This design comes from an exercise in tuning for small area on the open sky130 flow, not from production work.
In this exercise RTL edits were held to simulation tests only and were not proved equivalent to the original.
In run 7 the design's own scripts or RTL, not TritonCTS, make the clock network.
The flow treats the clock pin as an ideal source. Dropping or thinning the clock tree relies on that and would not hold on a real chip.
Power is estimated from default activity; no workload was simulated.

`design/flow/config.mk`:
```
export PLATFORM = sky130hd
export DESIGN_NAME = final_eight_adc
export DESIGN_NICKNAME = final_eight_adc
export VERILOG_FILES = /design/flow/design.v
export SDC_FILE = /design/flow/constraint.sdc
export NUM_CORES = 4
export LEC_CHECK = 0
export CAP_MARGIN = 20
export CORE_MARGIN = 2
export CORE_UTILIZATION = 70
export CTS_CLUSTER_DIAMETER = 100
export CTS_CLUSTER_SIZE = 40
export PLACE_DENSITY = 0.8
export SLEW_MARGIN = 20
```
`design/flow/constraint.sdc`:
```
create_clock -name core_clock -period 10.0 [get_ports {clk}]
set_input_delay 2.0000 -clock core_clock [delete_from_list [all_inputs] [get_ports {clk}]]
set_output_delay 2.0000 -clock core_clock [all_outputs]
set_load 0.01 [all_outputs]
```
`design/flow/design.v`:
```
module final_eight_adc(
	input clk,
	input rst,
	output TxD,
	output TxD_busy,
	output SCK,
	output SS1,
	output MOSI,
	input MISO,
	output SCK1,
	output SS2,
	output MOSI1,
	input MISO1,
	output SCK2,
	output SS3,
	output MOSI2,
	input MISO2,
	output SCK3,
	output SS4,
	output MOSI3,
	input MISO3,
	output SCK4,
	output SS5,
	output MOSI4,
	input MISO4,
	output SCK5,
	output SS6,
	output MOSI5,
	input MISO5,
	output SCK6,
	output SS7,
	output MOSI6,
	input MISO6,
	output SCK7,
	output SS8,
	output MOSI7,
	input MISO7
);
reg [2:0] m;
reg [4:0] tl;
reg [10:0] th;
wire [8:0] lo_inc = {1'b0, tl, m} + 9'd1;
wire th_zero = (th == 11'd0);
wire tf_end = (th == 11'b11101110111) & (tl == 5'd22);  
wire fall = (m == 3'd7);
wire rise = (m == 3'd3);
always @(posedge clk) begin
	if (rst) begin
		m <= 3'd0;
		tl <= 5'd0;
		th <= 11'd0;
	end else begin
		m <= lo_inc[2:0];
		if (fall & tf_end) begin
			tl <= 5'd0;
			th <= 11'd0;
		end else begin
			tl <= lo_inc[7:3];
			if (lo_inc[8])
				th <= {th[9:0], ~(th[10] ^ th[8])};
		end
	end
end
assign SCK = m[2];
assign SCK1 = m[2];
assign SCK2 = m[2];
assign SCK3 = m[2];
assign SCK4 = m[2];
assign SCK5 = m[2];
assign SCK6 = m[2];
assign SCK7 = m[2];
wire tl_ge26 = tl[4] & tl[3] & (tl[2] | tl[1]);
wire ss = (~th_zero | tl_ge26) & ~(m[2] & tf_end)
	| (th_zero & (tl == 5'd25) & m[2]);
assign SS1 = ss;
assign SS2 = ss;
assign SS3 = ss;
assign SS4 = ss;
assign SS5 = ss;
assign SS6 = ss;
assign SS7 = ss;
assign SS8 = ss;
wire mosi = th_zero & ((tl == 5'd8) | (tl == 5'd9) | (tl == 5'd12));
assign MOSI = mosi;
assign MOSI1 = mosi;
assign MOSI2 = mosi;
assign MOSI3 = mosi;
assign MOSI4 = mosi;
assign MOSI5 = mosi;
assign MOSI6 = mosi;
assign MOSI7 = mosi;
wire samp = rise & th_zero & (tl >= 5'd15) & (tl <= 5'd24);
wire we_even = samp & tl[0];
wire we_odd = samp & ~tl[0];
reg [9:0] rg0, rg1, rg2, rg3, rg4, rg5, rg6, rg7;
always @(posedge clk) begin
	rg0 <= {rg0[8:5], we_odd ? MISO : rg0[4], rg0[3:0], we_even ? MISO : rg0[9]};
	rg1 <= {rg1[8:5], we_odd ? MISO1 : rg1[4], rg1[3:0], we_even ? MISO1 : rg1[9]};
	rg2 <= {rg2[8:5], we_odd ? MISO2 : rg2[4], rg2[3:0], we_even ? MISO2 : rg2[9]};
	rg3 <= {rg3[8:5], we_odd ? MISO3 : rg3[4], rg3[3:0], we_even ? MISO3 : rg3[9]};
	rg4 <= {rg4[8:5], we_odd ? MISO4 : rg4[4], rg4[3:0], we_even ? MISO4 : rg4[9]};
	rg5 <= {rg5[8:5], we_odd ? MISO5 : rg5[4], rg5[3:0], we_even ? MISO5 : rg5[9]};
	rg6 <= {rg6[8:5], we_odd ? MISO6 : rg6[4], rg6[3:0], we_even ? MISO6 : rg6[9]};
	rg7 <= {rg7[8:5], we_odd ? MISO7 : rg7[4], rg7[3:0], we_even ? MISO7 : rg7[9]};
end
reg [3:0] q;
always @(posedge clk) begin
	if (samp & (tl == 5'd15))
		q <= 4'd0;
	else if (q == 4'd9)
		q <= 4'd0;
	else
		q <= q + 4'd1;
end
reg [18:0] p;
wire p_end = (p == 19'b1100010011100100100);
always @(posedge clk) begin
	if (rst | p_end)
		p <= 19'd0;
	else
		p <= {p[17:0], ~(p[18] ^ p[5])};
end
reg [7:0] bd;
wire tick = (bd == 8'b00100010);
reg [3:0] st;
wire ready = (st == 4'd10);
assign TxD_busy = ~ready;
always @(posedge clk) begin
	if (ready)
		bd <= 8'd0;
	else if (tick)
		bd <= 8'd1;
	else
		bd <= {bd[6:0], ~(bd[7] ^ bd[1] ^ bd[0])};
end
reg [4:0] c;
reg f;
wire [4:0] cnt_now = p_end ? 5'd0 : c;
wire start = ~cnt_now[4];
wire byte_end = ss & tick & (st == 4'd9);
always @(posedge clk) begin
	if (rst) begin
		c <= 5'd0;
		f <= 1'b0;
		st <= 4'd10;
	end else begin
		if (ready) begin
			c <= cnt_now;
			f <= 1'b0;
		end else if (byte_end) begin
			c <= (f | p_end) ? 5'd1 : c + 5'd1;
			f <= 1'b0;
		end else if (p_end)
			f <= 1'b1;
		if (ss) begin
			if (ready) begin
				if (start) st <= 4'd15;
			end else if (tick)
				st <= st + 4'd1;
		end
	end
end
reg cap;
always @(posedge clk)
	cap <= ready | (cap & ~samp);
wire tap = c[3:1] == 3'd0 ? rg0[9] :
	c[3:1] == 3'd1 ? rg1[9] :
	c[3:1] == 3'd2 ? rg2[9] :
	c[3:1] == 3'd3 ? rg3[9] :
	c[3:1] == 3'd4 ? rg4[9] :
	c[3:1] == 3'd5 ? rg5[9] :
	c[3:1] == 3'd6 ? rg6[9] : rg7[9];
reg [7:0] sh;
always @(posedge clk) begin
	if (cap) begin
		if (q == (c[0] ? 4'd2 : 4'd6)) sh[0] <= tap;
		if (q == (c[0] ? 4'd9 : 4'd3)) sh[1] <= tap;
		if (q == 4'd0) sh[2] <= tap;
		if (q == 4'd7) sh[3] <= tap;
		if (q == 4'd4) sh[4] <= tap;
		if (q == 4'd1) sh[5] <= tap;
		if (q == 4'd8) sh[6] <= tap;
		if (q == 4'd5) sh[7] <= tap;
	end
end
assign TxD = st[3] ? ~st[2] : sh[st[2:0]] & ~(c[0] & (st[2] | st[1]));
endmodule
```
`design/flow/run.sh`:
```
#!/bin/bash
# synth_recipe.tcl (not shown) runs the flow's synth.tcl, then flattens the netlist and writes it again
# the make line also repeats each setting of config.mk as NAME=value (left out here)
make -C /OpenROAD-flow-scripts/flow DESIGN_CONFIG=/design/flow/config.mk WORK_HOME=/design/flow/orfs CLKGATE_MAP_FILE= SYNTH_SCRIPT=/design/flow/synth_recipe.tcl finish
```
==> flow_summary.ini, run 1 <==
[run_status]
outcome = finished clean

[floorplan]
start_util_pct = 73.2
core.rowCount = 30
coreArea_um2 = 6870
chipWidth_um = 88.7
fp.dieArea_um2 = 7870
io_pins = 36
fp.dieH_um = 88.7

[routing]
first_pass_iters = 7
vias = 3045
wl_met3_um = 459
avgViaCountPerCell = 5.59
post_drt_wl_per_cell_um = 18.0
wl_met1_mm = 4.24
wl_met2_mm = 4.96
highest_layer = met4
drt_iter0_drc = 303
wirelength_mm = 9.79
drc_errors = 0
ant_nets = 0

[placement]
port-buffer-count = 35
dp_hpwl_mm = 5.68
gp_congestion = 0.858

[cells_and_area]
drive_gt1_share_pct = 11.1
synthToLayoutAreaGrowth_pct = 15.4
diodes = 0
nets = 457

[synthesis]
yosysSeqAreaShare_pct = 61.0
synth_flop_cell = dfxtp_1
yosysTopAreaCell = dfxtp_1
netlist.area_leader.share_pct = 56.2
ys_async_sr_fraction_pct = 0
synthesis.area_um2 = 5020
synth_area_per_cell_um2 = 12.0
synth-seq-cells = 149
synth-edff-count = 8
ys_types = 56
syn_nets = 439
yosysWarnings = 1
synthTopCellsByArea = dfxtp_1 (56%), edfxtp_1 (4.8%), mux2_1 (3.6%), buf_4 (3.4%), nor2_1 (2.8%)
netlist_instances = 418

[pwr]
power_frac_seq_pct = 49.7
switching_share_pct = 24.8
irDropWorstVdd_mv = 0.181
p_per_area_nw_per_um2 = 219
p_comb_share_pct = 3.9
p_sw_uw = 315
p_leak_nw = 2.24
power_mw = 1.27
clockPowerShare_pct = 46.4
power.internal_uw = 956

[worst_setup_path]
cp_max_fo = 12
worstReg2RegEnd = f
critPathKind = register to output pin
cp.arrival_ps = 2670
r2r_start = tl[1]
regToRegSetupSlack_ps = 7730
required_ps = 8000
endpoint_kind = output pin
r2r_cells = 5
start_kind = register

[global_route]
grt_pass1_vias = 2953
grt_max_degree = 22
overflow = 0
grt.total_usage_pct = 27.1
antenna_found_initial = 0
grt_first_pass_wirelength_mm = 15.4

[sta]
setup_violations = 0
timing.fmax_mhz = 214
hold-worst-slack_ps = 317
slew_headroom_pct = 44.7
worst_slew_pin_slew_ps = 827
rsz0062_at_grt = no
final.min_clock_period_ps = 4670
fin_crit_sh_pct = 46.7
drv_slew = 0
hold_viol = 0
fin_skew_ps = 13.1
setup_tns_ps = 0

[job]
maxCapViolCount = 0

[clock_network]
insertion_delay_ps = 520
numCtsBuffers = 17
hold_buffers = 0
cts_tree = yes
path_clk_slew_ps = 70
root_buffer = clkbuf_8
cts_max_level = 4
cts_buffer_depth = 2
cts_repair_resize_count = 0
post-cts-setup-buffers = 0
cts_sinks = 149

[hold_path]
worstHoldStart = rg7[8]
hold_class = register to register
min_to = rg7[9]
holdPathStages = 0
==> cell families after synthesis <==
kind of cell | share of synthesized area [%]
DFF | 61.0
xor gates and xnor gates | 2.27
AOI/OAI and AO/OA | 3.86
and+or+nand+nor | 16.5
muxes | 7.77
buffers and inverters | 5.88
adders and majority gates | 2.74
==> registers in the layout (all words and copies together), names as in the netlist <==
name,flops
bd,8
c,5
cap,1
f,1
m,3
p,19
q,4
rg0,10
rg1,10
rg2,10
rg3,10
rg4,10
rg5,10
rg6,10
rg7,10
sh,8
st,4
th,11
tl,5
==> per-stage QoR <==
stage	setup slack (ps)	cells	utilization (%)	instance area, µm²
floorplan	6280	418	-	5020
global placement	5970	513	76.3	5240
detailed placement	5900	513	76.3	5240
CTS	5340	545	84.4	5800
global route	5170	545	84.4	5800
finish	5330	545	84.4	5800
==> final cells by class <==
| type | count | area [µm²] |
|---|---|---|
| fill | 363 | 1070 |
| tap | 96 | 120 |
| clock inverter | 14 | 138 |
| clock buffer | 18 | 418 |
| inverter | 11 | 41.3 |
| multi-input combinational | 222 | 1670 |
| sequential | 149 | 3060 |
| timing repair buffer | 35 | 350 |
==> cells in the mapped netlist, types with 2 or more instances <==
cell type	count
and3_1	3
a211oi_1	2
edfxtp_1	8
ha_1	11
xor2_1	5
nand4_1	7
mux2_1	16
nor4_4	3
inv_1	11
nor2_1	37
nor3_1	7
o211ai_1	2
or3_1	2
buf_6	4
dfxtp_1	141
clkbuf_1	7
buf_2	2
nor2b_1	10
nand2_1	9
a21oi_1	5
nor4bb_1	3
a31oi_1	4
buf_4	23
nand4b_1	2
mux2_2	2
nand4bb_1	2
and4b_1	3
or2_1	2
o21ai_0	2
mux2i_1	12
xnor2_1	8
nand3_1	15
nor3b_1	2
and2_1	21
mux4_2	3
nor4b_1	2
==> how the worst max path moves through the flow <==
| stage | cells past startpoint | start | slack (ps) | end |
|---|---|---|---|---|
| floorplan | 6 | th[4] | 6280 | SS2 |
| global placement | 5 | th[9] | 5970 | SS1 |
| detailed placement | 5 | tl[1] | 5900 | SS7 |
| CTS | 5 | tl[1] | 5340 | SS7 |
| global route | 5 | tl[1] | 5170 | SS8 |
| finish | 5 | tl[1] | 5330 | SS1 |
==> per-layer routing <==
| metal | vias up | global-route usage [%] |
|---|---|---|
| met2 | 110 | 44.3 |
| li1 | 1456 | - |
| met1 | 1465 | 35.1 |
| met3 | 14 | 7.09 |
| met5 | - | 0 |
| met4 | 0 | 9.64 |
==> critical path, cell delays in order, from the launching register on <==
cell	delay, ps
dfxtp_1	530
nand4bb_1	180
nor4_2	400
a21oi_2	130
or2_1	370
clkdlybuf4s50_1	530
==> layout by cell type, fill, tap and decap left out, types with 7 or more instances in the layout <==
| cell | n |
|---|---|
| dfxtp_1 | 141 |
| nand4_1 | 7 |
| and2_1 | 21 |
| nand3_1 | 15 |
| ha_1 | 11 |
| nand2_1 | 9 |
| nor2b_1 | 10 |
| clkdlybuf4s50_1 | 35 |
| nor3_1 | 7 |
| xnor2_1 | 8 |
| mux2_1 | 16 |
| nor2_1 | 36 |
| edfxtp_1 | 8 |
| inv_1 | 11 |
| mux2i_1 | 12 |
| clkbuf_16 | 16 |
==> power by group through the flow <==
stage               clock [mW]  combinational [mW]  sequential, mW
CTS                      0.595              0.0494           0.631
finish                   0.590              0.0494           0.631
floorplan                    0              0.0437           0.632
global route             0.621              0.0547           0.633
detailed placement           0              0.0459           0.643
global placement             0              0.0437           0.642
==> inputs of run 2 (changes only) <==
--- a/design/flow/config.mk
+++ b/design/flow/config.mk
@@ -7,8 +7,5 @@
 export LEC_CHECK = 0
 export CAP_MARGIN = 20
 export CORE_MARGIN = 2
-export CORE_UTILIZATION = 70
-export CTS_CLUSTER_DIAMETER = 100
-export CTS_CLUSTER_SIZE = 40
-export PLACE_DENSITY = 0.8
+export CORE_UTILIZATION = 40
 export SLEW_MARGIN = 20
==> run 2 against run 1 <==
  * Sequential power barely moved
  * Worst hold slack improved by 8.3 ps
  * Global-route usage fell by 14 points
  * Critical path depth did not move
  * Sequential share of layout area fell by 1.1 points
  * Still clean
  * Critical path type unchanged
  * Sequential cell count did not move
  * Critical endpoint is now SS7
  * Die area rose by 71%
  * Utilization fell by 36 points
  * Final cell count rose by 13%
  * Maximum frequency rose by 1.7%
  * Via count fell by 5.9%
  * Routed wire length fell by 19%
==> flow_summary.ini, run 2 <==
[pwr]
p_comb_share_pct = 3.4
p_leak_nw = 2.26
clockPowerShare_pct = 48.1
irDropWorstVdd_mv = 0.139
p_per_area_nw_per_um2 = 220
power_mw = 1.30
switching_share_pct = 21.8
power.internal_mw = 1.02
power_frac_seq_pct = 48.5
p_sw_uw = 283

[run_status]
outcome = finished clean

[placement]
place_ws_ps = 5840
gp_congestion = 0.794
dp_hpwl_mm = 5.44
port-buffer-count = 35
placed_cell_area_um2 = 5330

[routing]
ant_nets = 0
vias = 2865
drc_errors = 0
avgViaCountPerCell = 4.64
post_drt_wl_per_cell_um = 12.8
wirelength_mm = 7.92
drt_iter0_drc = 141
first_pass_iters = 5

[worst_setup_path]
required_ps = 8000
cp.arrival_ps = 2590
critPathKind = register to output pin
cp_max_fo = 12
start_kind = register
endpoint_kind = output pin

[synthesis]
ys_types = 56
yosysTopAreaCell = dfxtp_1
synth-seq-cells = 149
synth.most_common_cell = dfxtp_1
synth-edff-count = 8
synthTopCellsByArea = dfxtp_1 (56%), edfxtp_1 (4.8%), mux2_1 (3.6%), buf_4 (3.4%), nor2_1 (2.8%)
yosysWarnings = 1
ys_async_sr_fraction_pct = 0
syn_nets = 439
synth_area_per_cell_um2 = 12.0
netlist.area_leader.share_pct = 56.2
yosysSeqAreaShare_pct = 61.0
netlist_instances = 418
synth_flop_cell = dfxtp_1
synth_top_cells_by_count = dfxtp_1 (141), nor2_1 (37), buf_4 (23)
synthesis.area_um2 = 5020

[clock_network]
root_buffer = clkbuf_16
cts_repair_resize_count = 0
path_clk_slew_ps = 60
cts_tree = yes
insertion_delay_ps = 410
cts_buffer_depth = 2
numCtsBuffers = 17
post-cts-setup-buffers = 0
cts_sinks = 149
hold_buffers = 0
cts_max_level = 4

[cells_and_area]
ff_latch_area_um2 = 3060
largest_reg_flops = 19
synthToLayoutAreaGrowth_pct = 17.9
final_area_um2 = 5920
nets = 457
fill_cells = 1106
diodes = 0
top_regs = p (19), th (11)
regMostFlops = p
multi_input_area_um2 = 1670
final_cell_mix = dfxtp_1 (141), nor2_1 (37), clkdlybuf4s50_1 (35)
drive_gt1_share_pct = 10.7
utilization_pct = 48.7
final_common_cell = dfxtp_1

[sta]
setup_tns_ps = 0
drv_slew = 0
rsz0062_at_grt = no
fin_crit_sh_pct = 45.9
fin_ws_ps = 5410
timing.fmax_mhz = 218
fin_skew_ps = 8.11
worst_slew_pin_slew_ps = 1080
final.min_clock_period_ps = 4590
hold_viol = 0
slew_headroom_pct = 27.6
setup_violations = 0

[global_route]
grt.total_usage_pct = 13.0
grt_first_pass_wirelength_mm = 13.2
grtUsageMet1_pct = 16.2
gr-usage-met2_pct = 19.7
overflow = 0
grt_pass1_vias = 2774
antenna_found_initial = 0
grt-busiest-layer = met2
grt_use_met3_pct = 5.07
grt_max_degree = 22

[floorplan]
chipWidth_um = 116
coreArea_um2 = 12200
core.rowCount = 40
io_pins = 36
fp.dieH_um = 116
fp.dieArea_um2 = 13500
start_util_pct = 41.3

[hold_path]
hold_class = register to register

[job]
maxCapViolCount = 0
## run 2: cell counts after synthesis
No cell type changed its count.
## run 2: routing by layer
layer	part of all wire, %	up-vias	wire length, µm
met1	47	1376	3750
met2	48	35	3820
met4	0.80	0	63
li1	-	1450	-
met3	3.6	4	282
met5	0	-	0
## run 2: worst paths after layout
check             startpoint     end  slack, ps  depth (start not counted)
hold / removal        rg6[6]  rg6[7]        330                          0
setup reg to reg       st[0]   st[2]       7800                          7
hold reg to reg       rg6[6]  rg6[7]        330                          0
setup / recovery       th[9]     SS7       5410                          5
## run 2: power groups by stage
stage / Sequential, mW / Combinational [mW] / Clock (mW)
after CTS: 0.631 / 0.0453 / 0.641
after global routing: 0.634 / 0.0505 / 0.669
after global placement: 0.643 / 0.0440 / 0
final: 0.631 / 0.0446 / 0.625
after floorplan: 0.632 / 0.0437 / 0
after detailed placement: 0.644 / 0.0450 / 0
## run 2: cells by family after synthesis
group	after synthesis	synth area share, %
buf+inv	47	5.88
xor+xnor	13	2.27
compound gates	27	3.86
mux	33	7.77
fa+ha+maj	11	2.74
simple gates	138	16.5
flops	149	61.0
## run 2: final cells by class
type / count / share of cell area, %
tap: 168 / 3.55
clock inverter: 12 / 2.45
sequential: 149 / 51.7
multi-input combinational: 222 / 28.1
timing repair buffer: 35 / 5.91
clock buffer: 20 / 7.54
inverter: 11 / 0.697
## run 2: worst max-delay path: stages (launching register included)
cell and delay [ps]:
dfxtp_1 350, nor4_4 320, nand3_2 140, nor4_4 350
or2_1 400, clkdlybuf4s50_1 620
## run 2: per-stage QoR
step / cells / hold slack, ps
finish: 617 / 325
global route: 617 / 328
CTS: 617 / 324
detailed placement: 585 / 312
global placement: 585 / 310
floorplan: 418 / 310
==> inputs of run 3 (changes only) <==
--- a/design/flow/design.v
+++ b/design/flow/design.v
@@ -103,15 +103,15 @@
 	rg6 <= {rg6[8:5], we_odd ? MISO6 : rg6[4], rg6[3:0], we_even ? MISO6 : rg6[9]};
 	rg7 <= {rg7[8:5], we_odd ? MISO7 : rg7[4], rg7[3:0], we_even ? MISO7 : rg7[9]};
 end
-reg [3:0] q;
+reg [4:0] q;
 always @(posedge clk) begin
 	if (samp & (tl == 5'd15))
-		q <= 4'd0;
-	else if (q == 4'd9)
-		q <= 4'd0;
+		q <= 5'd0;
 	else
-		q <= q + 4'd1;
+		q <= {q[3:0], ~q[4]};
 end
+wire [9:0] qk = {q[4] & ~q[3], q[3] & ~q[2], q[2] & ~q[1], q[1] & ~q[0], q[4] & q[0],
+	~q[4] & q[3], ~q[3] & q[2], ~q[2] & q[1], ~q[1] & q[0], ~q[4] & ~q[0]};
 reg [18:0] p;
 wire p_end = (p == 19'b1100010011100100100);
 always @(posedge clk) begin
@@ -134,24 +134,18 @@
 		bd <= {bd[6:0], ~(bd[7] ^ bd[1] ^ bd[0])};
 end
 reg [4:0] c;
-reg f;
 wire [4:0] cnt_now = p_end ? 5'd0 : c;
 wire start = ~cnt_now[4];
 wire byte_end = ss & tick & (st == 4'd9);
 always @(posedge clk) begin
 	if (rst) begin
 		c <= 5'd0;
-		f <= 1'b0;
 		st <= 4'd10;
 	end else begin
-		if (ready) begin
+		if (ready)
 			c <= cnt_now;
-			f <= 1'b0;
-		end else if (byte_end) begin
-			c <= (f | p_end) ? 5'd1 : c + 5'd1;
-			f <= 1'b0;
-		end else if (p_end)
-			f <= 1'b1;
+		else if (byte_end)
+			c <= c + 5'd1;
 		if (ss) begin
 			if (ready) begin
 				if (start) st <= 4'd15;
@@ -173,14 +167,14 @@
 reg [7:0] sh;
 always @(posedge clk) begin
 	if (cap) begin
-		if (q == (c[0] ? 4'd2 : 4'd6)) sh[0] <= tap;
-		if (q == (c[0] ? 4'd9 : 4'd3)) sh[1] <= tap;
-		if (q == 4'd0) sh[2] <= tap;
-		if (q == 4'd7) sh[3] <= tap;
-		if (q == 4'd4) sh[4] <= tap;
-		if (q == 4'd1) sh[5] <= tap;
-		if (q == 4'd8) sh[6] <= tap;
-		if (q == 4'd5) sh[7] <= tap;
+		if (c[0] ? qk[2] : qk[6]) sh[0] <= tap;
+		if (c[0] ? qk[9] : qk[3]) sh[1] <= tap;
+		if (qk[0]) sh[2] <= tap;
+		if (qk[7]) sh[3] <= tap;
+		if (qk[4]) sh[4] <= tap;
+		if (qk[1]) sh[5] <= tap;
+		if (qk[8]) sh[6] <= tap;
+		if (qk[5]) sh[7] <= tap;
 	end
 end
 assign TxD = st[3] ? ~st[2] : sh[st[2:0]] & ~(c[0] & (st[2] | st[1]));
==> design/flow/flow/run.sh (new file) <==
#!/bin/bash
# Standard layout, with one-cell port buffers (buf_1) and a clock tree
# without dummy loads. Each tool's output goes to its own log under
# orfs/logs; the whole run's output also goes to standard.log here.
set -euo pipefail
export BUFFER_PORTS_ARGS="-buffer_cell sky130_fd_sc_hd__buf_1"
export CTS_ARGS="-sink_clustering_enable -repair_clock_nets -dont_use_dummy_load -buf_list sky130_fd_sc_hd__clkbuf_16 -sink_clustering_size 80 -sink_clustering_max_diameter 300 -sink_buffer_max_cap_derate 1.0"
bash standard.sh > standard.log 2>&1
==> design/flow/standard.sh (new file) <==
#!/bin/bash
# synth_recipe.tcl (not shown) runs the flow's synth.tcl, then flattens the netlist and writes it again
# the make line also repeats each setting of config.mk as NAME=value (left out here)
make -C /OpenROAD-flow-scripts/flow DESIGN_CONFIG=/design/flow/config.mk WORK_HOME=/design/flow/orfs CLKGATE_MAP_FILE= SYNTH_SCRIPT=/design/flow/synth_recipe.tcl "${@:-finish}"
--- a/design/flow/config.mk
+++ b/design/flow/config.mk
@@ -7,5 +7,6 @@
 export LEC_CHECK = 0
 export CAP_MARGIN = 20
 export CORE_MARGIN = 2
-export CORE_UTILIZATION = 40
+export CORE_UTILIZATION = 70
+export PLACE_DENSITY = 0.8
 export SLEW_MARGIN = 20
removed: design/flow/run.sh
==> run 3 against run 2 <==
  * Count of clock-buffer cells in the layout down 3
  * Worst hold slack got worse by 13 ps
  * Sequential power shrank 3.5%
  * First-iteration DRC count up 3.5%
  * Total power fell by 14%
  * Sequential share of layout area up 5.3 points
  * Sequential cell count unchanged
  * Die area shrank 43%
  * Setup slack gained 270 ps
  * Highest routed layer unchanged
  * Via count shrank 0.66%
==> flow_summary.ini, run 3 <==
[clock_network]
path_clk_slew_ps = 60
cts_buffer_depth = 2
post-cts-setup-buffers = 0
cts_repair_resize_count = 0
root_buffer = clkbuf_16
cts_max_level = 4
numCtsBuffers = 17
cts_tree = yes
hold_buffers = 0
insertion_delay_ps = 420
cts_sinks = 149

[synthesis]
synthesis.area_um2 = 4910
yosysSeqAreaShare_pct = 62.4
ys_async_sr_fraction_pct = 0
synth_flop_cell = dfxtp_1
synth.most_common_cell = dfxtp_1
synth-seq-cells = 149
synthTopCellsByArea = dfxtp_1 (58%), edfxtp_1 (4.9%), mux2_2 (4.4%), buf_4 (3.4%), mux2i_1 (3.3%)
netlist_instances = 403
synth-edff-count = 8
yosysTopAreaCell = dfxtp_1
syn_nets = 420
synth_area_per_cell_um2 = 12.2
ys_types = 53
synth_top_cells_by_count = dfxtp_1 (141), nor2_1 (32), and2_1 (25)
yosysWarnings = 1
netlist.area_leader.share_pct = 57.5

[sta]
hold_viol = 0
final.min_clock_period_ps = 4330
setup_violations = 0
hold-worst-slack_ps = 312
fin_skew_ps = 25.8
timing.fmax_mhz = 231
worst_slew_pin_slew_ps = 770
slew_headroom_pct = 48.5
rsz0062_at_grt = no
drv_slew = 0
fin_crit_sh_pct = 43.3
setup_tns_ps = 0

[cells_and_area]
regMostFlops = p
nets = 442
ff_latch_area_um2 = 3060
final_cell_mix = dfxtp_1 (141), buf_1 (35), nor2_1 (31)
diodes = 0
synthToLayoutAreaGrowth_pct = 9.46
final_common_cell = dfxtp_1
drive_gt1_share_pct = 11.3
largest_reg_flops = 19
fill_cells = 401
top_regs = p (19), th (11)
multi_input_area_um2 = 1600

[floorplan]
chipWidth_um = 87.7
fp.dieH_um = 87.7
coreArea_um2 = 6790
core.rowCount = 30
start_util_pct = 72.2
io_pins = 36
fp.dieArea_um2 = 7690

[worst_setup_path]
critPathKind = register to output pin
worstReg2RegEnd = c[0]
start_kind = register
r2r_cells = 7
cp_max_fo = 13
cp.arrival_ps = 2330
endpoint_kind = output pin
r2r_start = st[0]
regToRegSetupSlack_ps = 7690
required_ps = 8000

[routing]
drc_errors = 0
ant_nets = 0
first_pass_iters = 4
vias = 2846
avgViaCountPerCell = 5.48
wirelength_mm = 8.56
drt_iter0_drc = 146
post_drt_wl_per_cell_um = 16.5

[job]
maxCapViolCount = 0

[global_route]
antenna_found_initial = 0
grt_first_pass_wirelength_mm = 14.3
grt.total_usage_pct = 24.9
grt_pass1_vias = 2933
overflow = 0
grt_max_degree = 24

[placement]
port-buffer-count = 35
dp_hpwl_mm = 5.32
gp_congestion = 0.818

[pwr]
irDropWorstVdd_mv = 0.155
power.internal_uw = 906
clockPowerShare_pct = 43.9
p_comb_share_pct = 1.4
switching_share_pct = 18.8
power_frac_seq_pct = 54.6
p_sw_uw = 209
p_per_area_nw_per_um2 = 208
p_leak_nw = 2.09

[hold_path]
holdPathStages = 0
worstHoldStart = rg0[7]
min_to = rg0[8]
hold_class = register to register

[run_status]
outcome = finished clean
## run 3: changes by cell type after synthesis, sizes merged, moves of 6 or more
cell and change:
nor2 -6, inv -6, nand2 +6, nand3 -12
## run 3: through the flow
stage / instance area (µm²) / instances / setup WS (ps) / util (%) / power [mW]
after global routing: 5370 / 519 / 5480 / 79.0 / 1.15
after floorplan: 4910 / 403 / 6230 / - / 0.633
after CTS: 5370 / 519 / 5700 / 79.0 / 1.12
after global placement: 4940 / 502 / 6220 / 72.7 / 0.636
after detailed placement: 4940 / 502 / 6160 / 72.7 / 0.637
final: 5370 / 519 / 5670 / 79.0 / 1.11
## run 3: area by class of cell
cell class	instances	area share (%)
sequential	149	57.0
clock buffer	17	7.92
tap	96	2.24
inverter	5	0.349
multi-input combinational	216	29.9
timing repair buffer	36	2.59
## run 3: worst max-delay path by stage
stage,end,depth (start not counted),slack (ps),startpoint
2_1_floorplan,SS2,5,6230,th[2]
3_3_place_gp,TxD_busy,5,6220,st[0]
3_5_place_dp,TxD_busy,5,6160,st[0]
4_1_cts,TxD_busy,5,5700,st[0]
5_1_grt,TxD_busy,5,5480,st[0]
6_report,TxD_busy,5,5670,st[0]
## run 3: logic make-up after synthesis
| kind of cell | after synthesis | share of synthesized area, % |
|---|---|---|
| AOI/OAI and AO/OA | 30 | 4.26 |
| DFF | 149 | 62.4 |
| xor gates and xnor gates | 10 | 1.79 |
| buffers and inverters | 38 | 4.92 |
| adders and majority gates | 7 | 1.79 |
| muxes | 38 | 9.00 |
| and+or+nand+nor | 131 | 15.8 |
## run 3: worst max-delay path, cell delays in order, from the launching register on
cell and delay, ps:
dfxtp_1 390, inv_1 130, ha_1 200, nor3b_1 650, inv_1 350, buf_1 210
## run 3: layer usage
metal / vias to the layer above / GRT usage (%) / routed length, µm
met4: 0 / 10.8 / 128
met1: 1356 / 30.2 / 3720
met2: 82 / 42.1 / 4420
li1: 1394 / - / -
met3: 14 / 6.50 / 298
met5: - / 0 / 0
## run 3: power groups by stage
stage / registers (mW) / clock network (mW) / logic (mW)
2_1_floorplan: 0.619 / 0 / 0.0131
3_3_place_gp: 0.621 / 0 / 0.0150
3_5_place_dp: 0.621 / 0 / 0.0159
4_1_cts: 0.609 / 0.498 / 0.0162
5_1_grt: 0.609 / 0.519 / 0.0175
6_report: 0.609 / 0.490 / 0.0160
==> inputs of run 4 (changes only) <==
==> design/flow/flow/run.sh (replaced) <==
#!/bin/bash
# Standard layout, with one-cell port buffers (buf_1) and a clock tree
# without dummy loads. Each tool's output goes to its own log under
# orfs/logs; the whole run's output also goes to standard.log here.
set -euo pipefail
export BUFFER_PORTS_ARGS="-buffer_cell sky130_fd_sc_hd__buf_1"
export CTS_ARGS="-sink_clustering_enable -repair_clock_nets -dont_use_dummy_load -buf_list sky130_fd_sc_hd__clkbuf_8 -sink_clustering_size 30"
bash standard.sh > standard.log 2>&1
==> run 4 against run 3 <==
  * Routed wire length down 9.3%
  * Sequential power barely moved
  * Cell area shrank 3.6%
  * Global-route usage fell by 2.4 points
  * Largest power group unchanged
  * Clock skew grew 7.1 ps
==> flow_summary.ini, run 4 <==
[cells_and_area]
drive_gt1_share_pct = 11.3
nets = 442
regMostFlops = p
largest_reg_flops = 19
multi_input_area_um2 = 1600
diodes = 0
fill_cells = 442
final_area_um2 = 5180
top_regs = p (19), th (11)
final_cell_mix = dfxtp_1 (141), buf_1 (35), nor2_1 (31)
ff_latch_area_um2 = 3060
synthToLayoutAreaGrowth_pct = 5.56
final_common_cell = dfxtp_1
final_cells = 519

[floorplan]
core.rowCount = 30
start_util_pct = 72.2
io_pins = 36
coreArea_um2 = 6790
fp.dieH_um = 87.7
chipWidth_um = 87.7
fp.dieArea_um2 = 7690

[global_route]
grt_first_pass_wirelength_mm = 13.0
overflow = 0
grt.total_usage_pct = 22.5
grt_pass1_vias = 2634
grt_max_degree = 24
antenna_found_initial = 0

[sta]
setup_tns_ps = 0
timing.fmax_mhz = 233
worst_slew_pin_slew_ps = 716
slew_headroom_pct = 52.2
rsz0062_at_grt = no
fin_crit_sh_pct = 42.9
fin_ws_ps = 5710
fin_skew_ps = 32.8
drv_slew = 0
setup_violations = 0
hold_viol = 0
final.min_clock_period_ps = 4290

[synthesis]
netlist.area_leader.share_pct = 57.5
synthesis.area_um2 = 4910
synth_area_per_cell_um2 = 12.2
synth_top_cells_by_count = dfxtp_1 (141), nor2_1 (32), and2_1 (25)
ys_async_sr_fraction_pct = 0
yosysTopAreaCell = dfxtp_1
synth.most_common_cell = dfxtp_1
yosysWarnings = 1
synth-seq-cells = 149
yosysSeqAreaShare_pct = 62.4
synth-edff-count = 8
ys_types = 53
netlist_instances = 403
synthTopCellsByArea = dfxtp_1 (58%), edfxtp_1 (4.9%), mux2_2 (4.4%), buf_4 (3.4%), mux2i_1 (3.3%)
synth_flop_cell = dfxtp_1
syn_nets = 420

[clock_network]
numCtsBuffers = 17
post-cts-setup-buffers = 0
root_buffer = clkbuf_8
insertion_delay_ps = 430
cts_buffer_depth = 2
cts_sinks = 149
cts_repair_resize_count = 0
cts_max_level = 4
cts_tree = yes
path_clk_slew_ps = 80
hold_buffers = 0

[routing]
first_pass_iters = 4
post_drt_wl_per_cell_um = 15.0
ant_nets = 0
wirelength_mm = 7.76
drt_iter0_drc = 131
drc_errors = 0
vias = 2765
avgViaCountPerCell = 5.33

[worst_setup_path]
regToRegSetupSlack_ps = 7750
required_ps = 8000
cp_max_fo = 13
r2r_cells = 7
r2r_start = st[0]
endpoint_kind = output pin
start_kind = register
worstReg2RegEnd = c[0]
cp.arrival_ps = 2290
critPathKind = register to output pin

[pwr]
p_per_area_nw_per_um2 = 183
p_leak_nw = 2.00
power_uw = 948
irDropWorstVdd_mv = 0.182

[placement]
placed_cell_area_um2 = 4940
port-buffer-count = 35
dp_hpwl_mm = 5.32
place_ws_ps = 6160
dp.cells = 502
gp_congestion = 0.818

[hold_path]
hold_class = register to register
min_to = rg0[8]
worstHoldStart = rg0[7]
holdPathStages = 0

[run_status]
outcome = finished clean

[job]
maxCapViolCount = 0
[run 4: worst max path at each step]
stage / start / endpoint / slack [ps] / cells past startpoint
2_1_floorplan: th[2] / SS2 / 6230 / 5
3_3_place_gp: st[0] / TxD_busy / 6220 / 5
3_5_place_dp: st[0] / TxD_busy / 6160 / 5
4_1_cts: tl[4] / SS6 / 5710 / 5
5_1_grt: tl[4] / SS3 / 5490 / 5
6_report: st[0] / TxD_busy / 5710 / 5
[run 4: layer usage]
metal / track usage, % / vias to the layer above / routed length (µm)
met1: 29.9 / 1312 / 3760
met3: 6.41 / 7 / 225
met4: 8.11 / 0 / 80
li1: - / 1396 / -
met5: 0 / - / 0
met2: 35.5 / 50 / 3700
[run 4: area by class of cell]
| type | count | area share [%] |
|---|---|---|
| Sequential cell | 149 | 59.1 |
| Tap cell | 96 | 2.32 |
| Inverter | 5 | 0.362 |
| Clock buffer | 17 | 4.52 |
| Multi-Input combinational cell | 216 | 31.0 |
| Timing Repair Buffer | 36 | 2.68 |
[run 4: cells by family (layout without fill, tap and decap cells)]
group                      Yosys count  count (layout)  synth area share [%]
buffers and inverters               38              58                  4.92
xor gates and xnor gates            10              10                  1.79
and+or+nand+nor                    131             131                  15.8
AOI/OAI and AO/OA                   30              30                  4.26
DFF                                149             149                  62.4
muxes                               38              38                  9.00
adders and majority gates            7               7                  1.79
[run 4: where the power goes]
group          leakage, nW  total, mW  switching (mW)  internal [mW]
clock                0.122      0.324           0.174          0.150
sequential            1.22      0.608         0.00360          0.604
combinational        0.656     0.0158         0.00880        0.00697
[run 4: stage by stage]
stage | util, % | hold WS, ps
after global routing | 76.2 | 315
after CTS | 76.2 | 305
after detailed placement | 72.7 | 312
final | 76.2 | 307
after global placement | 72.7 | 310
after floorplan | - | 310
[run 4: critical path: stages (launching register included)]
cell and delay (ps):
dfxtp_1 390, inv_1 140, ha_1 200, nor3b_1 610
inv_1 340, buf_1 210
==> inputs of run 5 (changes only) <==
==> design/flow/flow/run.sh (replaced) <==
#!/bin/bash
# Standard layout, with one-cell port buffers (buf_1) and a clock tree
# without dummy loads. Each tool's output goes to its own log under
# orfs/logs; the whole run's output also goes to standard.log here.
set -euo pipefail
export BUFFER_PORTS_ARGS="-buffer_cell sky130_fd_sc_hd__buf_1"
export CTS_ARGS="-sink_clustering_enable -repair_clock_nets -dont_use_dummy_load -buf_list {sky130_fd_sc_hd__clkbuf_4 sky130_fd_sc_hd__clkbuf_8 sky130_fd_sc_hd__clkbuf_16} -sink_clustering_size 50 -sink_clustering_max_diameter 200 -sink_buffer_max_cap_derate 1.0"
bash standard.sh > standard.log 2>&1
==> run 5 against run 4 <==
  * Count of clock-buffer cells in the layout did not move
  * Sequential share of layout area is 1.9 points lower
  * Synthesized area did not move
  * Maximum frequency is 6.6% lower
  * First-iteration DRC count decreased by 0.76%
  * Routed wire length increased by 12%
  * Combinational power barely moved
  * Sequential power is essentially flat
  * Cell area rose by 3.4%
  * Critical path type unchanged
  * Largest power group unchanged
==> flow_summary.ini, run 5 <==
[sta]
drv_slew = 0
setup_tns_ps = 0
timing.fmax_mhz = 218
fin_ws_ps = 5410
hold_viol = 0
rsz0062_at_grt = no
worst_slew_pin_slew_ps = 753
final.min_clock_period_ps = 4590
fin_skew_ps = 23.3
setup_violations = 0
fin_crit_sh_pct = 45.9
slew_headroom_pct = 49.7

[routing]
drt_iter0_drc = 130
wirelength_mm = 8.67
post_drt_wl_per_cell_um = 16.7
vias = 2860
drc_errors = 0
avgViaCountPerCell = 5.51
first_pass_iters = 4
ant_nets = 0

[placement]
gp_congestion = 0.818
dp_hpwl_mm = 5.32
port-buffer-count = 35
place_ws_ps = 6160
dp.cells = 502
placed_cell_area_um2 = 4940

[job]
maxCapViolCount = 0

[synthesis]
netlist_instances = 403
netlist.area_leader.share_pct = 57.5
synth_area_per_cell_um2 = 12.2
synth_flop_cell = dfxtp_1
ys_types = 53
synth_top_cells_by_count = dfxtp_1 (141), nor2_1 (32), and2_1 (25)
syn_nets = 420
yosysSeqAreaShare_pct = 62.4
synth.most_common_cell = dfxtp_1
yosysWarnings = 1
synth-edff-count = 8
synthesis.area_um2 = 4910
ys_async_sr_fraction_pct = 0
synthTopCellsByArea = dfxtp_1 (58%), edfxtp_1 (4.9%), mux2_2 (4.4%), buf_4 (3.4%), mux2i_1 (3.3%)
yosysTopAreaCell = dfxtp_1
synth-seq-cells = 149

[clock_network]
cts_max_level = 4
root_buffer = clkbuf_4
insertion_delay_ps = 690
path_clk_slew_ps = 70
post-cts-setup-buffers = 0
cts_sinks = 149
cts_buffer_depth = 2
cts_tree = yes
cts_repair_resize_count = 0
hold_buffers = 0
numCtsBuffers = 17

[global_route]
overflow = 0
grt_max_degree = 24
antenna_found_initial = 0
grt.total_usage_pct = 24.7
grt_first_pass_wirelength_mm = 14.2
grt_pass1_vias = 2843

[floorplan]
io_pins = 36
chipWidth_um = 87.7
start_util_pct = 72.2
fp.dieArea_um2 = 7690
fp.dieH_um = 87.7
core.rowCount = 30
coreArea_um2 = 6790

[cells_and_area]
diodes = 0
largest_reg_flops = 19
drive_gt1_share_pct = 11.3
final_cells = 519
top_regs = p (19), th (11)
regMostFlops = p
nets = 442
final_common_cell = dfxtp_1
utilization_pct = 78.8
synthToLayoutAreaGrowth_pct = 9.10
final_area_um2 = 5350
final_cell_mix = dfxtp_1 (141), buf_1 (35), nor2_1 (31)

[pwr]
irDropWorstVdd_mv = 0.183
switching_share_pct = 19.2
p_leak_nw = 2.08
power_frac_seq_pct = 55.3
power.internal_uw = 888
p_comb_share_pct = 1.5
clockPowerShare_pct = 43.2
p_per_area_nw_per_um2 = 205
p_sw_uw = 212

[worst_setup_path]
critPathKind = register to output pin
cp_max_fo = 13
worst-path-buf-inv = 3
cp.arrival_ps = 2590
cpPeakStageDelay_ps = 640
r2r_start = st[0]
cp_common_cell = inv_1
crit_slowest_cell = nor3b_1
crit_chain = inv_1 > ha_1 > nor3b_1 > inv_1 > buf_1
start_kind = register
required_ps = 8000
crit_family = buffers and inverters
startpoint = st[0]
regToRegSetupSlack_ps = 7640
endpoint_kind = output pin

[hold_path]
hold_class = register to register
worstHoldStart = rg0[7]

[run_status]
outcome = finished clean
==> run 5: cell counts after synthesis <==
No cell type changed its count.
==> run 5: kinds of logic (layout without fill, tap and decap cells) <==
kind of cell    Yosys count  in the layout  share of synthesized area (%)
compound gates           30             30                           4.26
fa+ha+maj                 7              7                           1.79
flops                   149            149                           62.4
simple gates            131            131                           15.8
mux                      38             38                           9.00
buf+inv                  38             58                           4.92
xor+xnor                 10             10                           1.79
==> run 5: area by class of cell <==
class | count | area, µm²
sequential | 149 | 3060
multi-input combinational | 216 | 1600
timing repair buffer | 36 | 139
clock buffer | 17 | 408
tap | 96 | 120
inverter | 5 | 18.8
fill | 413 | 1440
==> run 5: per-stage QoR <==
step,power [mW],hold WS [ps]
2_1_floorplan,0.633,310
3_3_place_gp,0.636,310
3_5_place_dp,0.637,312
4_1_cts,1.11,315
5_1_grt,1.13,321
6_report,1.10,313
==> run 5: path summary, 6_finish.rpt <==
path	to	depth (start not counted)
worst min register to register	rg0[8]	0
worst max-delay path	TxD_busy	5
worst min-delay path	rg0[8]	0
worst max register to register	c[0]	7
==> run 5: metal layers <==
metal | vias up | part of all wire [%] | track usage, % | wire length [µm]
li1 | 1394 | - | - | -
met1 | 1393 | 44 | 30.4 | 3820
met2 | 62 | 51 | 41.5 | 4450
met3 | 11 | 3.3 | 7.35 | 283
met4 | 0 | 1.4 | 8.67 | 121
met5 | - | 0 | 0 | 0
==> run 5: power by group through the flow <==
| stage | Clock [mW] | Combinational, mW | Sequential [mW] |
|---|---|---|---|
| final | 0.475 | 0.0161 | 0.608 |
| after global routing | 0.501 | 0.0176 | 0.609 |
| after CTS | 0.481 | 0.0164 | 0.608 |
| after detailed placement | 0 | 0.0159 | 0.621 |
| after global placement | 0 | 0.0150 | 0.621 |
| after floorplan | 0 | 0.0131 | 0.619 |
==> inputs of run 6 (changes only) <==
--- a/design/flow/design.v
+++ b/design/flow/design.v
@@ -94,14 +94,14 @@
 wire we_odd = samp & ~tl[0];
 reg [9:0] rg0, rg1, rg2, rg3, rg4, rg5, rg6, rg7;
 always @(posedge clk) begin
-	rg0 <= {rg0[8:5], we_odd ? MISO : rg0[4], rg0[3:0], we_even ? MISO : rg0[9]};
-	rg1 <= {rg1[8:5], we_odd ? MISO1 : rg1[4], rg1[3:0], we_even ? MISO1 : rg1[9]};
-	rg2 <= {rg2[8:5], we_odd ? MISO2 : rg2[4], rg2[3:0], we_even ? MISO2 : rg2[9]};
-	rg3 <= {rg3[8:5], we_odd ? MISO3 : rg3[4], rg3[3:0], we_even ? MISO3 : rg3[9]};
-	rg4 <= {rg4[8:5], we_odd ? MISO4 : rg4[4], rg4[3:0], we_even ? MISO4 : rg4[9]};
-	rg5 <= {rg5[8:5], we_odd ? MISO5 : rg5[4], rg5[3:0], we_even ? MISO5 : rg5[9]};
-	rg6 <= {rg6[8:5], we_odd ? MISO6 : rg6[4], rg6[3:0], we_even ? MISO6 : rg6[9]};
-	rg7 <= {rg7[8:5], we_odd ? MISO7 : rg7[4], rg7[3:0], we_even ? MISO7 : rg7[9]};
+	rg0 <= {rg0[8:5], ~(we_odd ? MISO : rg0[4]), rg0[3:0], ~(we_even ? MISO : rg0[9])};
+	rg1 <= {rg1[8:5], ~(we_odd ? MISO1 : rg1[4]), rg1[3:0], ~(we_even ? MISO1 : rg1[9])};
+	rg2 <= {rg2[8:5], ~(we_odd ? MISO2 : rg2[4]), rg2[3:0], ~(we_even ? MISO2 : rg2[9])};
+	rg3 <= {rg3[8:5], ~(we_odd ? MISO3 : rg3[4]), rg3[3:0], ~(we_even ? MISO3 : rg3[9])};
+	rg4 <= {rg4[8:5], ~(we_odd ? MISO4 : rg4[4]), rg4[3:0], ~(we_even ? MISO4 : rg4[9])};
+	rg5 <= {rg5[8:5], ~(we_odd ? MISO5 : rg5[4]), rg5[3:0], ~(we_even ? MISO5 : rg5[9])};
+	rg6 <= {rg6[8:5], ~(we_odd ? MISO6 : rg6[4]), rg6[3:0], ~(we_even ? MISO6 : rg6[9])};
+	rg7 <= {rg7[8:5], ~(we_odd ? MISO7 : rg7[4]), rg7[3:0], ~(we_even ? MISO7 : rg7[9])};
 end
 reg [4:0] q;
 always @(posedge clk) begin
@@ -112,26 +112,30 @@
 end
 wire [9:0] qk = {q[4] & ~q[3], q[3] & ~q[2], q[2] & ~q[1], q[1] & ~q[0], q[4] & q[0],
 	~q[4] & q[3], ~q[3] & q[2], ~q[2] & q[1], ~q[1] & q[0], ~q[4] & ~q[0]};
-reg [18:0] p;
+localparam [18:0] P_INV = 19'b0101010101010101010;
+reg [18:0] ps;
+wire [18:0] p = ps ^ P_INV;
 wire p_end = (p == 19'b1100010011100100100);
 always @(posedge clk) begin
 	if (rst | p_end)
-		p <= 19'd0;
+		ps <= P_INV;
 	else
-		p <= {p[17:0], ~(p[18] ^ p[5])};
+		ps <= {p[17:0], ~(p[18] ^ p[5])} ^ P_INV;
 end
-reg [7:0] bd;
+localparam [7:0] BD_INV = 8'b10101010;
+reg [7:0] bds;
+wire [7:0] bd = bds ^ BD_INV;
 wire tick = (bd == 8'b00100010);
 reg [3:0] st;
 wire ready = (st == 4'd10);
 assign TxD_busy = ~ready;
 always @(posedge clk) begin
 	if (ready)
-		bd <= 8'd0;
+		bds <= BD_INV;
 	else if (tick)
-		bd <= 8'd1;
+		bds <= 8'd1 ^ BD_INV;
 	else
-		bd <= {bd[6:0], ~(bd[7] ^ bd[1] ^ bd[0])};
+		bds <= {bd[6:0], ~(bd[7] ^ bd[1] ^ bd[0])} ^ BD_INV;
 end
 reg [4:0] c;
 wire [4:0] cnt_now = p_end ? 5'd0 : c;
@@ -167,13 +171,13 @@
 reg [7:0] sh;
 always @(posedge clk) begin
 	if (cap) begin
-		if (c[0] ? qk[2] : qk[6]) sh[0] <= tap;
+		if (c[0] ? qk[2] : qk[6]) sh[0] <= ~tap;
 		if (c[0] ? qk[9] : qk[3]) sh[1] <= tap;
-		if (qk[0]) sh[2] <= tap;
+		if (qk[0]) sh[2] <= ~tap;
 		if (qk[7]) sh[3] <= tap;
-		if (qk[4]) sh[4] <= tap;
+		if (qk[4]) sh[4] <= ~tap;
 		if (qk[1]) sh[5] <= tap;
-		if (qk[8]) sh[6] <= tap;
+		if (qk[8]) sh[6] <= ~tap;
 		if (qk[5]) sh[7] <= tap;
 	end
 end
==> design/flow/flow/run.sh (replaced) <==
#!/bin/bash
# The standard layout (standard.sh) with three changes:
# - synthesis maps the logic with an area-oriented ABC script
#   (flow/abc_map.script, in place of ORFS's abc_speed.script) in a copy
#   of ORFS's scripts folder; everything else in synthesis is unchanged;
# - ports are buffered with buf_1 cells;
# - the clock tree uses clkbuf_8 and no dummy loads.
# Each step's full output is in orfs/logs/; the whole run's output is in
# standard.log here.
set -euo pipefail
here=$(pwd)
rm -rf "$here/scripts"
cp -r "$FLOW_HOME/scripts" "$here/scripts"
cp "$here/flow/abc_map.script" "$here/scripts/abc_speed.script"
export SCRIPTS_DIR="$here/scripts"
export BUFFER_PORTS_ARGS="-buffer_cell sky130_fd_sc_hd__buf_1"
export CTS_ARGS="-sink_clustering_enable -repair_clock_nets -dont_use_dummy_load -buf_list sky130_fd_sc_hd__clkbuf_8"
bash standard.sh > standard.log 2>&1
==> design/flow/flow/abc_map.script (new file) <==
strash
dch
amap
topo
==> run 6 against run 5 <==
  * Register-to-register slack got worse by 890 ps
  * Synthesized area fell by 7.4%
  * Sequential power decreased by 1%
  * Maximum frequency is 8.1% higher
  * Critical path depth decreased by 1
  * Critical path type unchanged
  * Largest power group unchanged
  * Highest routed layer unchanged
==> flow_summary.ini, run 6 <==
[synthesis]
synth.most_common_cell = dfxtp_1
synthTopCellsByArea = dfxtp_1 (62%), edfxtp_1 (5.3%), nor2_1 (5.3%), buf_4 (3.5%), clkinv_1 (3.0%)
ys_async_sr_fraction_pct = 0
synth-edff-count = 8
ys_types = 35
netlist.area_leader.share_pct = 62.1
synth_flop_cell = dfxtp_1
yosysSeqAreaShare_pct = 67.4
yosysTopAreaCell = dfxtp_1
synth_area_per_cell_um2 = 10.7
synth_top_cells_by_count = dfxtp_1 (141), nor2_1 (64), clkinv_1 (36)
synthesis.area_um2 = 4540
synth-seq-cells = 149
netlist_instances = 423
yosysWarnings = 1
syn_nets = 440

[placement]
gp_congestion = 0.864
placed_cell_area_um2 = 4630
dp_hpwl_mm = 5.17
port-buffer-count = 35
place_ws_ps = 6230
dp.cells = 516

[cells_and_area]
nets = 475
final_cells = 533
final_common_cell = dfxtp_1
largest_reg_flops = 19
drive_gt1_share_pct = 4.17
diodes = 0
regMostFlops = ps
final_cell_mix = dfxtp_1 (141), nor2_1 (64), clkinv_1 (36)
final_area_um2 = 4860
top_regs = ps (19), th (11)
synthToLayoutAreaGrowth_pct = 7.02
fill_cells = 428

[floorplan]
core.rowCount = 29
coreArea_um2 = 6310
fp.dieH_um = 84.6
fp.dieArea_um2 = 7150
start_util_pct = 71.9
io_pins = 36
chipWidth_um = 84.6

[worst_setup_path]
critPathKind = register to output pin
worstSetupEndpoint = SS5
r2r_start = ps[4]
crit_family = compound AO/OA/AOI/OAI gates
crit_slowest_cell = o21ai_0
worstReg2RegEnd = st[3]
r2r_cells = 9
crit_chain = nor4_1 > nand3_1 > o21ai_0 > buf_1
endpoint_kind = output pin
worst-path-buf-inv = 1
cp_max_fo = 10
start_kind = register
cpPeakStageDelay_ps = 760
regToRegSetupSlack_ps = 6750
cp.arrival_ps = 2240
required_ps = 8000
path_depth = 4
startpoint = th[2]

[global_route]
grt_first_pass_wirelength_mm = 11.9
grt_max_degree = 19
overflow = 0
grt.total_usage_pct = 21.6
grt_pass1_vias = 2657
antenna_found_initial = 0

[sta]
fin_crit_sh_pct = 42.4
final.min_clock_period_ps = 4240
fin_skew_ps = 46.6
slew_headroom_pct = 38.9
setup_violations = 0
fin_ws_ps = 5760
hold-worst-slack_ps = 324
timing.fmax_mhz = 236
rsz0062_at_grt = no
hold_viol = 0
worst_slew_pin_slew_ps = 906
setup_tns_ps = 0
drv_slew = 0

[clock_network]
cts_sinks = 149
cts_repair_resize_count = 0
cts_buffer_depth = 2
path_clk_slew_ps = 80
hold_buffers = 0
cts_max_level = 4
post-cts-setup-buffers = 0
root_buffer = clkbuf_8
numCtsBuffers = 17
cts_tree = yes
insertion_delay_ps = 440

[pwr]
p_comb_share_pct = 1.2
irDropWorstVdd_mv = 0.196
p_per_area_nw_per_um2 = 192
p_leak_nw = 1.77
power_frac_seq_pct = 64.4
power.internal_uw = 753
p_sw_uw = 180
clockPowerShare_pct = 34.3
switching_share_pct = 19.3

[run_status]
outcome = finished clean

[hold_path]
holdPathStages = 0
hold_class = register to register

[job]
maxCapViolCount = 0

[routing]
wirelength_mm = 7.30
drt_iter0_drc = 107
post_drt_wl_per_cell_um = 13.7
vias = 2954
ant_nets = 0
avgViaCountPerCell = 5.54
drc_errors = 0
first_pass_iters = 5
==> run 6: cell types whose count changed in the layout (fill, tap and decap cells not counted), moves of 9 or more <==
cell	change
mux2_2	-19
clkbuf_8	+17
o22ai_1	+16
o21ai_0	+9
and2_1	-25
a22oi_1	+12
clkbuf_16	-16
mux2i_1	-16
clkinv_1	+36
nor2_1	+33
nand2_1	+17
==> run 6: how the worst min path moves through the flow <==
stage / start / end / slack [ps]
floorplan: rg0[0] / rg0[1] / 310
global placement: rg0[5] / rg0[6] / 310
detailed placement: rg3[2] / rg3[3] / 310
CTS: rg3[7] / rg3[8] / 320
global route: rg0[1] / rg0[2] / 330
finish: rg2[8] / rg2[9] / 320
==> run 6: worst reg2reg max path, cell delays in order, from the launching register on <==
cell      delay (ps)
dfxtp_1          310
or4_1            490
or4_1            460
o41ai_1          640
o21ai_0          240
nor2_1           400
clkinv_1         150
nor4_1           280
a21oi_1          110
o21ai_0           90
==> run 6: kinds of logic (layout without fill, tap and decap cells) <==
kind of cell	after synthesis	in the layout	share of synthesized area [%]
flops	149	149	67.4
simple gates	136	136	13.3
compound gates	74	74	10.9
buf+inv	57	90	6.45
fa+ha+maj	7	7	1.93
==> run 6: routing by layer <==
| layer | vias to the layer above | track usage, % | routed length (µm) |
|---|---|---|---|
| li1 | 1507 | - | - |
| met5 | - | 0 | 0 |
| met4 | 0 | 10.7 | 103 |
| met1 | 1355 | 28.3 | 3410 |
| met3 | 9 | 6.78 | 326 |
| met2 | 83 | 32.9 | 3460 |
==> run 6: cell type report <==
class	instances	area, µm²	area share [%]
clock buffers	17	234	4.81
multi-input cells	217	1190	24.4
repair buffers	37	146	3.01
well taps	77	96.3	1.98
flip-flops and latches	149	3060	63.0
inverters	36	135	2.78
==> run 6: power groups by stage <==
stage               sequential (mW)  combinational [mW]  clock (mW)
floorplan                     0.615             0.00771           0
global placement              0.615              0.0112           0
detailed placement            0.615              0.0114           0
CTS                           0.602              0.0115       0.328
global route                  0.602              0.0127       0.352
finish                        0.602              0.0114       0.321
==> run 6: stage by stage <==
step	util, %	total power, mW
after floorplan	-	0.622
after global placement	73.3	0.626
after detailed placement	73.3	0.626
after CTS	77.0	0.941
after global routing	77.0	0.967
final	77.0	0.934
==> inputs of run 7 (changes only) <==
==> design/flow/flow/run.sh (replaced) <==
#!/bin/bash
# The standard layout (standard.sh) with these changes:
# - synthesis maps the logic with an area-oriented ABC script
#   (flow/abc_map.script, in place of ORFS's abc_speed.script) in a copy
#   of ORFS's scripts folder; everything else in synthesis is unchanged;
# - ports are buffered with buf_1 cells;
# - the clock tree is built by flow/cts.tcl (clusters of flip-flops, one
#   clock buffer each, and a root buffer) in place of ORFS's CTS step.
# Each ORFS step's full output is in orfs/logs/; the output of each part
# of this script is in its own log file here.
set -euo pipefail
here=$(pwd)
rm -rf "$here/scripts"
cp -r "$FLOW_HOME/scripts" "$here/scripts"
cp "$here/flow/abc_map.script" "$here/scripts/abc_speed.script"
export SCRIPTS_DIR="$here/scripts"
export BUFFER_PORTS_ARGS="-buffer_cell sky130_fd_sc_hd__buf_1"
bash standard.sh synth floorplan place > standard_place.log 2>&1
res="$here/orfs/results/$FLOW_PLATFORM/final_eight_adc/base"
CTS_RESULTS="$res" CTS_PLATFORM_DIR="$FLOW_HOME/platforms/$FLOW_PLATFORM" \
  CTS_MAXS=16 CTS_TARGET_SLEW=0.11 \
  openroad -no_init -exit "$here/flow/cts.tcl" > cts.log 2>&1
bash standard.sh > standard_finish.log 2>&1
==> design/flow/flow/cts.tcl (new file) <==
set res $::env(CTS_RESULTS)
set plat $::env(CTS_PLATFORM_DIR)
set maxs $::env(CTS_MAXS)
set target $::env(CTS_TARGET_SLEW)
read_liberty $plat/lib/sky130_fd_sc_hd__tt_025C_1v80.lib
read_db $res/3_place.odb
read_sdc $res/3_place.sdc
source $plat/setRC.tcl
set db [ord::get_db]
set block [ord::get_db_block]
set clknet [$block findNet clk]
set sizes {sky130_fd_sc_hd__clkbuf_2 sky130_fd_sc_hd__clkbuf_4 sky130_fd_sc_hd__clkbuf_8 sky130_fd_sc_hd__clkbuf_16}

set sinks {}
foreach it [$clknet getITerms] {
  set box [[$it getInst] getBBox]
  lappend sinks [list $it [expr {([$box xMin] + [$box xMax]) / 2}] [expr {([$box yMin] + [$box yMax]) / 2}]]
}
puts "clock sinks: [llength $sinks]"

proc bisect {pts maxs} {
  if {[llength $pts] <= $maxs} { return [list $pts] }
  set xs {}; set ys {}
  foreach p $pts { lappend xs [lindex $p 1]; lappend ys [lindex $p 2] }
  set dx [expr {[tcl::mathfunc::max {*}$xs] - [tcl::mathfunc::min {*}$xs]}]
  set dy [expr {[tcl::mathfunc::max {*}$ys] - [tcl::mathfunc::min {*}$ys]}]
  set idx [expr {$dx >= $dy ? 1 : 2}]
  set s [lsort -integer -index $idx $pts]
  set h [expr {[llength $s] / 2}]
  return [concat [bisect [lrange $s 0 [expr {$h - 1}]] $maxs] [bisect [lrange $s $h end] $maxs]]
}
set groups [bisect $sinks $maxs]
puts "clusters: [llength $groups]"

set leaves {}
set k 0
foreach g $groups {
  set inst [odb::dbInst_create $block [$db findMaster [lindex $sizes 1]] "clkbuf_leaf_$k"]
  set net [odb::dbNet_create $block "clknet_leaf_$k"]
  $net setSigType CLOCK
  [$inst findITerm X] connect $net
  set sx 0; set sy 0
  foreach s $g {
    set it [lindex $s 0]
    $it disconnect
    $it connect $net
    incr sx [lindex $s 1]; incr sy [lindex $s 2]
  }
  $inst setLocation [expr {$sx / [llength $g]}] [expr {$sy / [llength $g]}]
  $inst setPlacementStatus PLACED
  lappend leaves $inst
  incr k
}
if {[llength $leaves] > 4} {
  set root [odb::dbInst_create $block [$db findMaster sky130_fd_sc_hd__clkbuf_16] "clkbuf_root"]
  set rnet [odb::dbNet_create $block "clknet_root"]
  $rnet setSigType CLOCK
  [$root findITerm A] connect $clknet
  [$root findITerm X] connect $rnet
  set sx 0; set sy 0
  foreach l $leaves {
    [$l findITerm A] connect $rnet
    set loc [$l getLocation]
    incr sx [lindex $loc 0]; incr sy [lindex $loc 1]
  }
  $root setLocation [expr {$sx / [llength $leaves]}] [expr {$sy / [llength $leaves]}]
  $root setPlacementStatus PLACED
} else {
  foreach l $leaves { [$l findITerm A] connect $clknet }
}
global_connect
detailed_placement
set_propagated_clock [all_clocks]

proc worst_slew {net} {
  set w 0
  foreach p [get_pins -of_objects [get_nets $net] -filter "direction == input"] {
    foreach prop {slew_max_rise slew_max_fall} {
      set v [get_property $p $prop]
      if {$v > $w} { set w $v }
    }
  }
  return $w
}
# size each leaf up until its sinks' slew is under the target
for {set pass 0} {$pass < 4} {incr pass} {
  estimate_parasitics -placement
  set changed 0
  foreach l $leaves {
    set name [$l getName]
    set net [[$l findITerm X] getNet]
    set w [worst_slew [$net getName]]
    set m [[$l getMaster] getName]
    set i [lsearch $sizes $m]
    if {$w > $target && $i < [llength $sizes] - 1} {
      replace_cell $name [lindex $sizes [expr {$i + 1}]]
      incr changed
    } elseif {$pass == 0 && $i > 0} {
      # try one size down
      replace_cell $name [lindex $sizes [expr {$i - 1}]]
      estimate_parasitics -placement
      if {[worst_slew [$net getName]] > $target} { replace_cell $name $m }
    }
  }
  detailed_placement
  if {!$changed && $pass > 0} break
}
proc worst_clk_slew {} {
  set w 0
  foreach p [get_pins -hier */CLK] {
    foreach prop {slew_max_rise slew_max_fall} {
      set v [get_property $p $prop]
      if {$v > $w} { set w $v }
    }
  }
  return $w
}
# a smaller root buffer, if the sinks' slew stays under the target
if {[llength $leaves] > 4} {
  foreach m {sky130_fd_sc_hd__clkbuf_8 sky130_fd_sc_hd__clkbuf_4} {
    set old [[$root getMaster] getName]
    replace_cell clkbuf_root $m
    estimate_parasitics -placement
    if {[worst_clk_slew] > $target} { replace_cell clkbuf_root $old; break }
  }
  detailed_placement
}
estimate_parasitics -placement
set w 0
foreach p [get_pins -hier */CLK] {
  foreach prop {slew_max_rise slew_max_fall} {
    set v [get_property $p $prop]
    if {$v > $w} { set w $v }
  }
}
puts "worst clock pin slew: $w"
set ca 0
foreach c [get_cells clkbuf_*] { set ca [expr {$ca + [get_property [get_lib_cells -of_objects $c] area]}] }
puts "clock buffer area: $ca"
report_clock_skew
report_checks -path_delay min -digits 3
check_placement -verbose
write_db $res/4_1_cts.odb
write_sdc -no_timestamp $res/4_cts.sdc
==> run 7 against run 6 <==
  * Critical endpoint unchanged
  * Critical path depth stayed put
  * Critical path type unchanged
  * Still clean
  * Cell area is 2.2% lower
  * Routed wire length is 4.2% higher
  * Sequential cell count stayed put
  * Final cell count stayed put
  * Global-route usage is 0.65 points lower
==> flow_summary.ini, run 7 <==
[synthesis]
ys_types = 35
synthTopCellsByArea = dfxtp_1 (62%), edfxtp_1 (5.3%), nor2_1 (5.3%), buf_4 (3.5%), clkinv_1 (3.0%)
synthesis.area_um2 = 4540
syn_nets = 440
netlist.area_leader.share_pct = 62.1
synth.most_common_cell = dfxtp_1
yosysSeqAreaShare_pct = 67.4
synth_area_per_cell_um2 = 10.7
synth_top_cells_by_count = dfxtp_1 (141), nor2_1 (64), clkinv_1 (36)
ys_async_sr_fraction_pct = 0
netlist_instances = 423
synth-seq-cells = 149
yosysWarnings = 1
yosysTopAreaCell = dfxtp_1
synth_flop_cell = dfxtp_1
synth-edff-count = 8

[worst_setup_path]
cp.arrival_ps = 2320
cp_max_fo = 10
crit_chain = nor4_1 > nand3_1 > o21ai_0 > buf_1
cpPeakStageDelay_ps = 740
critPathKind = register to output pin
crit_slowest_cell = o21ai_0
required_ps = 8000
start_kind = register
endpoint_kind = output pin

[cells_and_area]
nets = 475
drive_gt1_share_pct = 4.17
top_regs = ps (19), th (11)
fill_cells = 445
final_common_cell = dfxtp_1
regMostFlops = ps
diodes = 0
final_cell_mix = dfxtp_1 (141), nor2_1 (64), clkinv_1 (36)
largest_reg_flops = 19
synthToLayoutAreaGrowth_pct = 4.68

[floorplan]
fp.dieH_um = 84.6
core.rowCount = 29
fp.dieArea_um2 = 7150
coreArea_um2 = 6310
chipWidth_um = 84.6
start_util_pct = 71.9
io_pins = 36

[sta]
final.min_clock_period_ps = 4320
fin_crit_sh_pct = 43.2
worst_slew_pin_slew_ps = 878
hold-worst-slack_ps = 324
setup_tns_ps = 0
fin_skew_ps = 13.7
timing.fmax_mhz = 232
fin_ws_ps = 5680
rsz0062_at_grt = no
hold_viol = 0
setup_violations = 0
drv_slew = 0
slew_headroom_pct = 40.8

[global_route]
grt_max_degree = 17
grt_pass1_vias = 2778
antenna_found_initial = 0
grt_first_pass_wirelength_mm = 12.5
overflow = 0
grt.total_usage_pct = 21.0

[routing]
ant_nets = 0
drt_iter0_drc = 113
drc_errors = 0
vias = 2986
avgViaCountPerCell = 5.60
post_drt_wl_per_cell_um = 14.3
wirelength_mm = 7.61
first_pass_iters = 4

[placement]
gp_congestion = 0.864
place_ws_ps = 6230
port-buffer-count = 35
dp_hpwl_mm = 5.17

[clock_network]
insertion_delay_ps = 510
path_clk_slew_ps = 100

[pwr]
power.internal_uw = 681
p_per_area_nw_per_um2 = 179
power_frac_seq_pct = 70.4
p_comb_share_pct = 1.3
clockPowerShare_pct = 28.2
p_sw_uw = 172
p_leak_nw = 1.73
switching_share_pct = 20.2
irDropWorstVdd_mv = 0.150

[job]
maxCapViolCount = 0

[hold_path]
hold_class = register to register

[run_status]
outcome = finished clean
[run 7: cell count changes in the layout (fill, tap and decap cells not counted)]
| cell | change |
|---|---|
| clkbuf_4 | +17 |
| clkbuf_8 | -17 |
[run 7: logic make-up after synthesis]
| group | after synthesis | synth area share [%] |
|---|---|---|
| fa+ha+maj | 7 | 1.93 |
| flops | 149 | 67.4 |
| compound gates | 74 | 10.9 |
| buf+inv | 57 | 6.45 |
| simple gates | 136 | 13.3 |
[run 7: layer usage]
layer  track usage (%)  share of wire (%)  vias to the layer above
li1                  -                  -                     1512
met1              28.3                 46                     1381
met2              35.9                 48                       78
met3              2.36                4.1                       15
met4              6.35                2.0                        0
met5                 0                  0                        -
[run 7: critical path: cells and delay by family (launching register included)]
kind            cells  cell delay, ps
compound gates      1             740
simple gates        2             510
flops               1             350
buf+inv             1             220
[run 7: stage by stage]
step | area [µm²] | utilization (%) | std cells | power [mW]
6_report | 4750 | 75.3 | 533 | 0.853
5_1_grt | 4750 | 75.3 | 533 | 0.884
3_5_place_dp | 4630 | 73.3 | 516 | 0.626
3_3_place_gp | 4630 | 73.3 | 516 | 0.626
2_1_floorplan | 4540 | - | 423 | 0.622
[run 7: power groups by stage]
stage / registers, mW / clock network [mW] / logic, mW
3_5_place_dp: 0.615 / 0 / 0.0114
3_3_place_gp: 0.615 / 0 / 0.0112
2_1_floorplan: 0.615 / 0 / 0.00771
5_1_grt: 0.601 / 0.270 / 0.0127
6_report: 0.601 / 0.241 / 0.0114
[run 7: path summary, 6_finish.rpt]
kind / startpoint / end / slack, ps / cells past startpoint
max: th[2] / SS5 / 5680 / 4
min: rg0[5] / rg0[6] / 320 / 0
max reg2reg: ps[6] / st[3] / 6730 / 9
min reg2reg: rg0[5] / rg0[6] / 320 / 0
[run 7: final cells by class]
type | count | area [µm²] | share of cell area, %
Buffer | 17 | 128 | 2.68
Timing Repair Buffer | 37 | 146 | 3.08
Tap cell | 77 | 96.3 | 2.03
Sequential cell | 149 | 3060 | 64.4
Multi-Input combinational cell | 217 | 1190 | 24.9
Inverter | 36 | 135 | 2.84

Setup slack of run 7, layout unchanged: 5.685 ns with ideal ports, 5.658 ns with driving cells assumed (clock clkbuf_16, inputs buf_2), 6.191 ns with port delays also shifted by the 0.533 ns mid clock arrival.
